Background: an optimization exercise with open tools, aiming at small area. Do not read the settings as production practice.
RTL that was checked went through simulation tests only; none was proved equivalent to the original.
No activity file was given, so power comes from the tool's default toggle rates.

## job 105
// RISC
module RISC (destinoWrWB,escribir,PCsrc,result,PCoutMEM,NReset,clk,alu_outMEM,WriteDataInMEM,datoMemOut,InstruccionIn,PCinIF,MemWriteInMEM);
==> flow/config.mk <==
export PLATFORM = sky130hd
export DESIGN_NAME = RISC
export DESIGN_NICKNAME = RISC
export VERILOG_FILES = /design/flow/design.v
export SDC_FILE = /design/flow/constraint.sdc
export NUM_CORES = 4
export LEC_CHECK = 0
export CAP_MARGIN = 20
export CORE_MARGIN = 2
export CORE_UTILIZATION = 60
export SLEW_MARGIN = 20
==> flow/constraint.sdc <==
create_clock -name core_clock -period 8.0 [get_ports {clk}]
set_input_delay 1.6000 -clock core_clock [delete_from_list [all_inputs] [get_ports {clk}]]
set_output_delay 1.6000 -clock core_clock [all_outputs]
set_load 0.01 [all_outputs]
standard.sh (not shown) runs the stock make flow with config.mk's settings and CLKGATE_MAP_FILE= SYNTH_SCRIPT=/design/flow/synth_recipe.tcl, a recipe that flattens the netlist after the stock synthesis.
==> flow/flow/run.sh <==
#!/bin/bash
# Own flow: the standard layout (standard.sh), with two changes:
#  - the port buffers use the smallest buffer cell (buf_1) instead of the one
#    buffer_ports picks by default;
#  - clock tree synthesis clusters more sinks per leaf buffer and adds no dummy loads.
# Each tool's output goes to the ORFS logs; standard.sh's output to standard.log.
set -e
export BUFFER_PORTS_ARGS="-buffer_cell sky130_fd_sc_hd__buf_1"
export CTS_ARGS="-sink_clustering_enable -repair_clock_nets -dont_use_dummy_load -sink_clustering_size 35 -sink_clustering_max_diameter 70"
bash standard.sh > standard.log 2>&1
> inputs changed (job 105 -> job 104)
--- a/flow/design.v
+++ b/flow/design.v
@@ -9,15 +9,15 @@
   reg [27:0] insD;                
   reg [11:0] extD;                
   reg [3:0]  opE;                 
   reg [27:0] insE;
   reg [11:0] extE;
   reg [31:0] aluM;                
   reg [31:0] xM;                  
-  reg        jumpM,brJM,brEqM,brNeM,memwM,regwM,ldM;
+  reg        brJM,brEqM,brNeM,memwM,regwM,ldM;
   reg [3:0]  dstM;
   reg [31:0] resW;                
   reg        wrW;
   reg [3:0]  dstW;
   reg [31:0]  rf [0:15];          
   reg [15:0]  rfv;                
   reg [15:0]  selA, selB;         
@@ -63,15 +63,15 @@
       assign pb[tk+1] = pb[tk] & ~pc[17+tk];
     end
   endgenerate
   wire [31:0] tgtF = {pc[31:17] ^ ({15{tinc}} & pa[14:0]) ^ ({15{tdec}} & pb[14:0]), tsm};
   wire        brF  = ~InstruccionIn[31];
   assign PCinIF   = pc;
   assign PCsrc    = pcsrcM;
-  assign PCoutMEM = jumpM ? aluM : xM;
+  assign PCoutMEM = brJM ? aluM : xM;
   always @(posedge clk or negedge NReset)
     if (!NReset) pc <= 32'd0;
     else         pc <= pcsrcM ? PCoutMEM : pc1;
   always @(posedge clk or negedge NReset)
     if (!NReset) begin
       opD <= 4'b1100;
       opE <= 4'b1100;
@@ -165,15 +165,14 @@
       brNeM  <= brNe;
       memwM  <= isSt;
       regwM  <= (opE[3:2] == 2'b10) & (opE[1:0] != 2'b11);
     end
   always @(posedge clk) begin
     aluM  <= alu;
     xM    <= opE[3] ? B : target;
-    jumpM <= opE[3];
     ldM   <= (opE == 4'b1010);
     dstM  <= rd;
   end
   assign alu_outMEM     = aluM;
   assign MemWriteInMEM  = memwM;
   assign WriteDataInMEM = xM;
   always @(posedge clk or negedge NReset)
Results
When job 104 is measured against job 105, its clock insertion delay at the later pin of the skew report turns out 0.02 ns higher. Synthesized netlist cell count (higher): job 104. The higher ratio of routed vias to standard cells came out of job 105. Comparing the two runs side by side, job 104 comes out ahead of job 105 on wire length. Power, job 104 and job 105: lower on job 104. Sequential cell power, job 104 and job 105: larger value in job 105.
Only the layout flow was run in job 104; the RTL was not checked for function there.

---

## job 101
The RTL this note starts from:
==> flow/design.v <==
module RISC (destinoWrWB,escribir,PCsrc,result,PCoutMEM,NReset,clk,alu_outMEM,WriteDataInMEM,datoMemOut,InstruccionIn,PCinIF,MemWriteInMEM);
  input  [31:0] datoMemOut,InstruccionIn;
  input         NReset,clk;
  output        escribir,PCsrc,MemWriteInMEM;
  output [3:0]  destinoWrWB;
  output [31:0] result,PCoutMEM,alu_outMEM,PCinIF,WriteDataInMEM;
  reg [31:0] pc;                  
  reg [3:0]  opD;                 
  reg [27:0] insD;                
  reg [11:0] extD;                
  reg [3:0]  opE;                 
  reg [27:0] insE;
  reg [11:0] extE;
  reg [31:0] aluM;                
  reg [31:0] xM;                  
  reg        jumpM,brJM,brEqM,brNeM,memwM,regwM,ldM;
  reg [3:0]  dstM;
  reg [31:0] resW;                
  reg        wrW;
  reg [3:0]  dstW;
  reg [31:0]  rf [0:15];          
  reg [15:0]  rfv;                
  reg [3:0]   raE, rbE;           
  wire zeroM  = ~|aluM;
  wire pcsrcM = brJM | (brEqM & zeroM) | (brNeM & ~zeroM);
  wire [31:0] pc1 = pc + 32'd1;
  wire [16:0] im  = InstruccionIn[16:0];
  wire [16:0] tp  = pc[16:0] ^ im;
  wire [16:0] tg  = pc[16:0] & im;
  wire [16:0] ts0, tsm;
  wire [4:0]  tbc;
  assign tbc[0] = 1'b1;
  genvar tk, tj;
  generate
    for (tk = 0; tk < 4; tk = tk + 1) begin : TBLK
      localparam integer LO = 4*tk;
      localparam integer W  = (tk == 3) ? 5 : 4;
      wire [W:0] cc;
      wire [W:0] t;
      assign cc[0] = (tk == 0) ? 1'b1 : 1'b0;
      assign t[0]  = (tk == 0) ? 1'b0 : tbc[tk];
      for (tj = 0; tj < W; tj = tj + 1) begin : TBIT
        assign ts0[LO+tj] = tp[LO+tj] ^ cc[tj];
        assign cc[tj+1]   = tg[LO+tj] | (cc[tj] & tp[LO+tj]);
        assign tsm[LO+tj] = ts0[LO+tj] ^ t[tj];
        assign t[tj+1]    = t[tj] & ts0[LO+tj];
      end
      if (tk == 0) begin : C0
        assign tbc[tk+1] = cc[W];
      end else begin : CK
        assign tbc[tk+1] = cc[W] | (tbc[tk] & (&ts0[LO+W-1:LO]));
      end
    end
  endgenerate
  wire        tinc = tbc[4] & ~im[16];
  wire        tdec = ~tbc[4] & im[16];
  wire [15:0] pa, pb;
  assign pa[0] = 1'b1;
  assign pb[0] = 1'b1;
  generate
    for (tk = 0; tk < 15; tk = tk + 1) begin : THI
      assign pa[tk+1] = pa[tk] & pc[17+tk];
      assign pb[tk+1] = pb[tk] & ~pc[17+tk];
    end
  endgenerate
  wire [31:0] tgtF = {pc[31:17] ^ ({15{tinc}} & pa[14:0]) ^ ({15{tdec}} & pb[14:0]), tsm};
  wire        brF  = ~InstruccionIn[31];
  assign PCinIF   = pc;
  assign PCsrc    = pcsrcM;
  assign PCoutMEM = jumpM ? aluM : xM;
  always @(posedge clk or negedge NReset)
    if (!NReset) pc <= 32'd0;
    else         pc <= pcsrcM ? PCoutMEM : pc1;
  always @(posedge clk or negedge NReset)
    if (!NReset) begin
      opD <= 4'b1100;
      opE <= 4'b1100;
    end else begin
      opD <= InstruccionIn[31:28];
      opE <= opD;
    end
  wire       isStD = (opD == 4'b1011);
  wire       isJiD = (opD == 4'b1110);
  wire [3:0] aA = (isStD | isJiD) ? insD[27:24] : insD[23:20];
  wire [3:0] aB = isStD ? insD[23:20] : (opD[3] ? insD[16:13] : insD[27:24]);
  wire [15:0] rfvN = rfv | ({15'd0, wrW} << dstW);
  always @(posedge clk) begin
    insD <= {InstruccionIn[27:20], brF ? tgtF[19:0] : InstruccionIn[19:0]};
    extD <= tgtF[31:20];
    insE <= insD;
    extE <= extD;
    raE  <= aA;
    rbE  <= aB;
  end
  wire [3:0] rd = insE[27:24];
  wire isSt  = (opE == 4'b1011);
  wire isJi  = (opE == 4'b1110);
  wire [15:0] selA, selB;
  regsel dA (.a(raE), .v(rfv), .sel(selA));
  regsel dB (.a(rbE), .v(rfv), .sel(selB));
  wire [31:0] A, B;
  genvar q;
  generate
    for (q = 0; q < 32; q = q + 1) begin : RD
      wire [15:0] col;
      genvar r2;
      for (r2 = 0; r2 < 16; r2 = r2 + 1) begin : C
        assign col[r2] = rf[r2][q];
      end
      rdbit pa (.sel(selA), .d(col), .y(A[q]));
      rdbit pb (.sel(selB), .d(col), .y(B[q]));
    end
  endgenerate
  wire [31:0] imm17 = {{15{insE[16]}}, insE[16:0]};
  wire [31:0] imm   = isJi ? {{12{insE[19]}}, insE[19:0]} : imm17;
  wire useImm = opE[3] & ~(opE[2:0] == 3'b000) & ~(opE[2:0] == 3'b111);
  wire [31:0] d2 = useImm ? imm : B;
  reg [2:0] funct;
  always @(*)
    case (opE[3:1])
      3'b100:        funct = insE[19:17];
      3'b101, 3'b111: funct = 3'b001;
      3'b110:        funct = 3'b000;
      default:       funct = 3'b010;
    endcase
  wire sub = (funct == 3'b010);
  wire fS  = (funct == 3'b001) | sub;                  
  wire fP  = (funct == 3'b110) | (funct == 3'b100);    
  wire fG  = (funct == 3'b011) | (funct == 3'b100);    
  wire fN  = (funct == 3'b101);                        
  wire [31:0] bx = d2 ^ {32{sub}};
  wire [31:0] p  = A ^ bx;
  wire [31:0] g  = A & bx;
  wire [31:0] s0, sm;
  wire [8:0]  bc;                 
  assign bc[0] = sub;
  genvar k, j;
  generate
    for (k = 0; k < 8; k = k + 1) begin : BLK
      wire [4:0] cc;              
      wire [4:0] t;               
      assign cc[0] = (k == 0) ? sub : 1'b0;
      assign t[0]  = (k == 0) ? 1'b0 : bc[k];
      for (j = 0; j < 4; j = j + 1) begin : BIT
        assign s0[4*k+j] = p[4*k+j] ^ cc[j];
        assign cc[j+1]   = g[4*k+j] | (cc[j] & p[4*k+j]);
        assign sm[4*k+j] = s0[4*k+j] ^ t[j];
        assign t[j+1]    = t[j] & s0[4*k+j];
      end
      if (k == 0) begin : C0
        assign bc[k+1] = cc[4];
      end else begin : CK
        assign bc[k+1] = cc[4] | (bc[k] & (&s0[4*k+3:4*k]));
      end
    end
  endgenerate
  wire [31:0] alu = ({32{fS}} & sm) | ({32{fP}} & p) | ({32{fG}} & g) | ({32{fN}} & ~A);
  wire brJ  = opE[3] & (opE[2:1] == 2'b11);
  wire brEq = ~opE[3] & (opE[2:1] == 2'b11);
  wire brNe = ~opE[3] & (opE[2:1] != 2'b11) & (opE[2:1] != 2'b00);
  wire [31:0] target = {extE, insE[19:0]};
  always @(posedge clk or negedge NReset)
    if (!NReset) begin
      brJM   <= 1'b0;
      brEqM  <= 1'b0;
      brNeM  <= 1'b0;
      memwM  <= 1'b0;
      regwM  <= 1'b0;
    end else begin
      brJM   <= brJ;
      brEqM  <= brEq;
      brNeM  <= brNe;
      memwM  <= isSt;
      regwM  <= (opE[3:2] == 2'b10) & (opE[1:0] != 2'b11);
    end
  always @(posedge clk) begin
    aluM  <= alu;
    xM    <= opE[3] ? B : target;
    jumpM <= opE[3];
    ldM   <= (opE == 4'b1010);
    dstM  <= rd;
  end
  assign alu_outMEM     = aluM;
  assign MemWriteInMEM  = memwM;
  assign WriteDataInMEM = xM;
  always @(posedge clk or negedge NReset)
    if (!NReset) wrW <= 1'b0;
    else         wrW <= regwM;
  always @(posedge clk) begin
    resW <= ldM ? datoMemOut : aluM;
    dstW <= dstM;
  end
  assign escribir    = wrW;
  assign destinoWrWB = dstW;
  assign result      = resW;
  genvar r;
  generate
    for (r = 0; r < 16; r = r + 1) begin : RF
      always @(posedge clk)
        if (wrW && dstW == r) rf[r] <= resW;
    end
  endgenerate
  always @(posedge clk or negedge NReset)
    if (!NReset) rfv <= 16'd0;
    else         rfv <= rfvN;
endmodule
module regsel (a, v, sel);
  input  [3:0]  a;
  input  [15:0] v;
  output [15:0] sel;
  assign sel = (16'd1 << a) & v;
endmodule
module rdbit (sel, d, y);
  input  [15:0] sel, d;
  output        y;
  wire   [5:0]  n;
  aoi222 g0 (.a1(sel[0]),  .a2(d[0]),  .b1(sel[1]),  .b2(d[1]),  .c1(sel[2]),  .c2(d[2]),  .y(n[0]));
  aoi222 g1 (.a1(sel[3]),  .a2(d[3]),  .b1(sel[4]),  .b2(d[4]),  .c1(sel[5]),  .c2(d[5]),  .y(n[1]));
  aoi222 g2 (.a1(sel[6]),  .a2(d[6]),  .b1(sel[7]),  .b2(d[7]),  .c1(sel[8]),  .c2(d[8]),  .y(n[2]));
  aoi222 g3 (.a1(sel[9]),  .a2(d[9]),  .b1(sel[10]), .b2(d[10]), .c1(sel[11]), .c2(d[11]), .y(n[3]));
  aoi222 g4 (.a1(sel[12]), .a2(d[12]), .b1(sel[13]), .b2(d[13]), .c1(sel[14]), .c2(d[14]), .y(n[4]));
  assign n[5] = ~(sel[15] & d[15]);
  assign y = ~(n[0] & n[1] & n[2]) | ~(n[3] & n[4] & n[5]);
endmodule
module aoi222 (a1, a2, b1, b2, c1, c2, y);
  input  a1, a2, b1, b2, c1, c2;
  output y;
  assign y = ~((a1 & a2) | (b1 & b2) | (c1 & c2));
endmodule
Settings: LEC_CHECK=0, CAP_MARGIN=20, CORE_MARGIN=2, CORE_UTILIZATION=60, SLEW_MARGIN=20, SYNTH_HIERARCHICAL=1, SYNTH_MINIMUM_KEEP_SIZE=0; clock period 8.0 ns.
Scripts as last shown in full above: flow/flow/run.sh
diff inputs: job 101 => job 102
-- flow/design.v --
<<< job 101, line 99
  regsel dA (.a(raE), .v(rfv), .sel(selA));
  regsel dB (.a(rbE), .v(rfv), .sel(selB));
  wire [31:0] A, B;
  genvar q;
  generate
    for (q = 0; q < 32; q = q + 1) begin : RD
      wire [15:0] col;
      genvar r2;
      for (r2 = 0; r2 < 16; r2 = r2 + 1) begin : C
        assign col[r2] = rf[r2][q];
      end
      rdbit pa (.sel(selA), .d(col), .y(A[q]));
      rdbit pb (.sel(selB), .d(col), .y(B[q]));
    end
  endgenerate
  wire [31:0] imm17 = {{15{insE[16]}}, insE[16:0]};
  wire [31:0] imm   = isJi ? {{12{insE[19]}}, insE[19:0]} : imm17;
>>> job 102, line 99
  regsel dA (.a(raE), .v(rfv), .sel(selA));
  regsel dB (.a(rbE), .v(rfv), .sel(selB));
  reg [31:0] A, B;
  integer i;
  always @(*) begin
    A = 32'd0; B = 32'd0;
    for (i = 0; i < 16; i = i + 1) begin
      A = A | ({32{selA[i]}} & rf[i]);
      B = B | ({32{selB[i]}} & rf[i]);
    end
  end
  wire [31:0] imm17 = {{15{insE[16]}}, insE[16:0]};
  wire [31:0] imm   = isJi ? {{12{insE[19]}}, insE[19:0]} : imm17;
<<< job 101, line 211
  assign sel = (16'd1 << a) & v;
endmodule
module rdbit (sel, d, y);
  input  [15:0] sel, d;
  output        y;
  wire   [5:0]  n;
  aoi222 g0 (.a1(sel[0]),  .a2(d[0]),  .b1(sel[1]),  .b2(d[1]),  .c1(sel[2]),  .c2(d[2]),  .y(n[0]));
  aoi222 g1 (.a1(sel[3]),  .a2(d[3]),  .b1(sel[4]),  .b2(d[4]),  .c1(sel[5]),  .c2(d[5]),  .y(n[1]));
  aoi222 g2 (.a1(sel[6]),  .a2(d[6]),  .b1(sel[7]),  .b2(d[7]),  .c1(sel[8]),  .c2(d[8]),  .y(n[2]));
  aoi222 g3 (.a1(sel[9]),  .a2(d[9]),  .b1(sel[10]), .b2(d[10]), .c1(sel[11]), .c2(d[11]), .y(n[3]));
  aoi222 g4 (.a1(sel[12]), .a2(d[12]), .b1(sel[13]), .b2(d[13]), .c1(sel[14]), .c2(d[14]), .y(n[4]));
  assign n[5] = ~(sel[15] & d[15]);
  assign y = ~(n[0] & n[1] & n[2]) | ~(n[3] & n[4] & n[5]);
endmodule
module aoi222 (a1, a2, b1, b2, c1, c2, y);
  input  a1, a2, b1, b2, c1, c2;
  output y;
  assign y = ~((a1 & a2) | (b1 & b2) | (c1 & c2));
endmodule
>>> job 102, line 207
  assign sel = (16'd1 << a) & v;
endmodule
- [compare] base=job 101 new=job 102: count of distinct cell types in the synthesized netlist fell by about 6%, multiplexer share of the synthesized area went down 1.7 points, wire length now sits higher.
- Diff job 101 -> job 102 | met2 layer wire length in the routed design | up by more than 10%
- Fmax: job 102 lower than job 101
- Going from job 101 to job 102, detailed-routing wirelength on met1 has increased, portion of the layout cell area used by clock cells has remained practically unchanged.
- Compared to job 101, job 102 has worst setup slack 410 ps lower.
- Job 102 gives less worst hold slack than job 101 did.

## port drivers added, routing unchanged
The results above use ideal ports. As a check the final layouts listed here were re-extracted and re-timed, cells and wires unchanged.
Step 1 assumes that a clkbuf_16 drives the clock port and a buf_2 every other input.
Step 2 times the ports against the registers' clock, not the clock port: input delays grow and output delays shrink by t, the midpoint of the rising clock arrivals with the driver on.
Three values: ideal, step 1, step 2; two values: the first two.
| run | t (ns) | setup WS [ns] | worst setup path after step 2 | latest minus earliest clock arrival (ns) |
|---|---|---|---|---|
| job 105 | 0.660 | 1.485 / 1.485 / 1.485 | register to register | 0.045 / 0.044 |
| job 104 | 0.660 | 1.481 / 1.481 / 1.481 | register to register | 0.077 / 0.076 |
| job 101 | 0.667 | 1.229 / 1.229 / 1.229 | register to register | 0.088 / 0.087 |
| job 102 | 0.677 | 0.819 / 0.819 / 0.819 | register to register | 0.089 / 0.089 |
After both steps every run listed still meets setup and hold.
